Source: an optimization exercise on an open RTL-to-GDS flow (aim: small area and a short achievable clock period). Production flows keep margins and buffers that such runs may drop.
Only simulation tests tie the RTL to the original design; equivalence was not proved.
No activity file was given, so power comes from the tool's default toggle rates.

## mips_core
module mips_core(clk, rst, imem_addr, imem_rdata, dmem_addr, dmem_wdata, dmem_we, dmem_re, dmem_rdata);
==> flow/config.mk <==
export PLATFORM = sky130hd
export DESIGN_NAME = mips_core
export DESIGN_NICKNAME = mips_core
export VERILOG_FILES = /design/flow/design.v
export SDC_FILE = /design/flow/constraint.sdc
export NUM_CORES = 4
export LEC_CHECK = 0
export CAP_MARGIN = 20
export CORE_MARGIN = 2
export CORE_UTILIZATION = 50
export CTS_CLUSTER_DIAMETER = 80
export CTS_CLUSTER_SIZE = 20
export PLACE_DENSITY = 0.55
export SETUP_SLACK_MARGIN = 4.4
export SLEW_MARGIN = 20
==> flow/constraint.sdc <==
create_clock -name core_clock -period 7.0 [get_ports {clk}]
set_input_delay 1.4000 -clock core_clock [delete_from_list [all_inputs] [get_ports {clk}]]
set_output_delay 1.4000 -clock core_clock [all_outputs]
set_load 0.01 [all_outputs]
standard.sh (not shown) runs the stock make flow with config.mk's settings and CLKGATE_MAP_FILE= SYNTH_SCRIPT=/design/flow/synth_recipe.tcl, a recipe that flattens the netlist after the stock synthesis.
==> flow/flow/run.sh <==
#!/bin/bash
# The standard layout (standard.sh, with the standard synthesis), except that
# ports are buffered with buf_2 cells instead of the delay cells that
# buffer_ports otherwise picks (every port still gets its own buffer).
# Each ORFS step writes its full log under orfs/logs; make's own output goes
# to flow_make.log in this folder.
set -euo pipefail
export BUFFER_PORTS_ARGS="-buffer_cell sky130_fd_sc_hd__buf_2"
bash standard.sh > flow_make.log 2>&1
The starting point passed the timing, design-rule and antenna checks.
Change:
==> flow/flow/run.sh (replaced) <==
#!/bin/bash
# The standard layout (standard.sh, with the standard synthesis), with two
# changes to what ORFS does by default:
#  - ports are buffered with buf_2 cells instead of the delay cells that
#    buffer_ports otherwise picks (every port still gets its own buffer);
#  - clock tree synthesis inserts no dummy load cells.
# Each tool's output goes to the logs under orfs/logs; make's own output to
# flow_make.log in this folder.
set -euo pipefail
export BUFFER_PORTS_ARGS="-buffer_cell sky130_fd_sc_hd__buf_2"
export CTS_ARGS="-sink_clustering_enable -repair_clock_nets -dont_use_dummy_load -sink_clustering_size 20 -sink_clustering_max_diameter 80"
bash standard.sh > flow_make.log 2>&1
--- a/flow/config.mk
+++ b/flow/config.mk
@@ -14 +14 @@
-export SETUP_SLACK_MARGIN = 4.4
+export SETUP_SLACK_MARGIN = 4.3
Effect: The changed run finished clean. Count of clock-buffer cells in the layout falls by 29. Setup slack gets worse by 0.19 ns. Wire length decreases by 1.0%. Area after synthesis is unchanged. Core utilization goes down by 1.3 points. Fmax came out lower by 6.6%. Final cell count came out lower by 1.9%.
Change:
==> flow/run.sh (new file) <==
#!/bin/bash
# synth_recipe.tcl (not shown) runs the flow's synth.tcl, then flattens the netlist and writes it again
# the make line also repeats each setting of config.mk as NAME=value (left out here)
make -C /OpenROAD-flow-scripts/flow DESIGN_CONFIG=/design/flow/config.mk WORK_HOME=/design/flow/orfs CLKGATE_MAP_FILE= SYNTH_SCRIPT=/design/flow/synth_recipe.tcl finish
--- a/flow/config.mk
+++ b/flow/config.mk
@@ -11,2 +10,0 @@
-export CTS_CLUSTER_DIAMETER = 80
-export CTS_CLUSTER_SIZE = 20
removed: flow/flow/run.sh
removed: flow/standard.sh
Setup slack improves by 0.11 ns.
First-iteration DRC count falls by a few percent.
Fmax goes up by a few percent.
Final cell count rose by a few percent.
Cell area grows by a few percent.
Wire length is higher slightly.
Hold slack got worse by 0.0057 ns.
Total power increases by about a fifth.
Change:
==> flow/flow/run.sh (new file) <==
#!/bin/bash
# The standard layout (standard.sh, with the standard synthesis), except that
# ports are buffered with buf_2 cells instead of the delay cells that
# buffer_ports otherwise picks (every port still gets its own buffer).
# Each ORFS step writes its full log under orfs/logs; make's own output goes
# to flow_make.log in this folder.
set -euo pipefail
export BUFFER_PORTS_ARGS="-buffer_cell sky130_fd_sc_hd__buf_2"
bash standard.sh > flow_make.log 2>&1
==> flow/standard.sh (new file) <==
#!/bin/bash
# synth_recipe.tcl (not shown) runs the flow's synth.tcl, then flattens the netlist and writes it again
# the make line also repeats each setting of config.mk as NAME=value (left out here)
make -C /OpenROAD-flow-scripts/flow DESIGN_CONFIG=/design/flow/config.mk WORK_HOME=/design/flow/orfs CLKGATE_MAP_FILE= SYNTH_SCRIPT=/design/flow/synth_recipe.tcl "${@:-finish}"
--- a/flow/config.mk
+++ b/flow/config.mk
@@ -10,0 +11,2 @@
+export CTS_CLUSTER_DIAMETER = 80
+export CTS_CLUSTER_SIZE = 20
removed: flow/run.sh
What happened: The changed run finished clean. Via count drops by 2.2%. Routed wire length drops by about 1.7%. Combinational power drops by 6.4%. Final area drops by about 5%. Clock-buffer cell count drops by 68. Worst hold slack gains 0.0077 ns. Synthesized area does not change. Utilization drops by 2.9 points. Sequential share of layout area climbs by 2.8 points.
Change:
==> flow/run.sh (new file) <==
#!/bin/bash
# synth_recipe.tcl (not shown) runs the flow's synth.tcl, then flattens the netlist and writes it again
# the make line also repeats each setting of config.mk as NAME=value (left out here)
make -C /OpenROAD-flow-scripts/flow DESIGN_CONFIG=/design/flow/config.mk WORK_HOME=/design/flow/orfs CLKGATE_MAP_FILE= SYNTH_SCRIPT=/design/flow/synth_recipe.tcl finish
--- a/flow/config.mk
+++ b/flow/config.mk
@@ -14 +14 @@
-export SETUP_SLACK_MARGIN = 4.3
+export SETUP_SLACK_MARGIN = 4.2
removed: flow/flow/run.sh
removed: flow/standard.sh
=>
- clock skew rises by 0.0051 ns
- first-iteration DRC count stays flat
- hold slack barely changes
Change:
--- a/flow/config.mk
+++ b/flow/config.mk
@@ -14 +14 @@
-export SETUP_SLACK_MARGIN = 4.2
+export SETUP_SLACK_MARGIN = 4.3
After rerunning:
- setup slack improves by 0.10 ns
- register-to-register slack is better by 0.10 ns
- routed wire length went up by 0.53%
- core utilization is higher by 0.65 points
- clock-buffer cell count does not change
- sequential share of layout area decreases by 0.58 points
- via count rises by about 0.56%
- total power went up by 1.0%
- cell count came out higher by 1.2%
- cell area grows by 1.2%
- non-clock buffer count rose by 72

-- re-timing with driven ports --
The flow's constraints put no driver on any port. The routed layouts listed below were extracted and timed again, unchanged, in two steps.
Step 1 (the two cells are an assumption about what drives the block):
set clk [get_ports {clk}]
set_driving_cell -lib_cell sky130_fd_sc_hd__clkbuf_16 $clk
set_driving_cell -lib_cell sky130_fd_sc_hd__buf_2 [delete_from_list [all_inputs] $clk]
Step 2, shift: input delay + t, output delay - t, t = (earliest + latest rising clock arrival at the registers) / 2. This alone moves slack from input paths to output paths.
a / b / c = ideal ports / drivers / drivers and shift; a / b = the first two.
| run | t, ns | setup WS [ns] | pins driven straight from the clock port |
|---|---|---|---|
| the first run | 0.759 | 4.305 / 4.291 / 4.305 | 1 |
| the second run | 0.747 | 4.115 / 4.115 / 4.115 | 1 |
| the third run | 0.837 | 4.223 / 4.223 / 3.880 | 1 |
| the fourth run | 0.760 | 4.265 / 4.257 / 4.265 | 1 |
| the fifth run | 0.780 | 4.157 / 4.154 / 3.916 | 1 |
| the sixth run | 0.782 | 4.257 / 4.249 / 3.897 | 1 |
After both steps setup and hold are still met in every run listed. For the sixth run, which loses most, drivers alone change the setup slack by -0.008 ns; drivers and shift together by -0.360 ns.
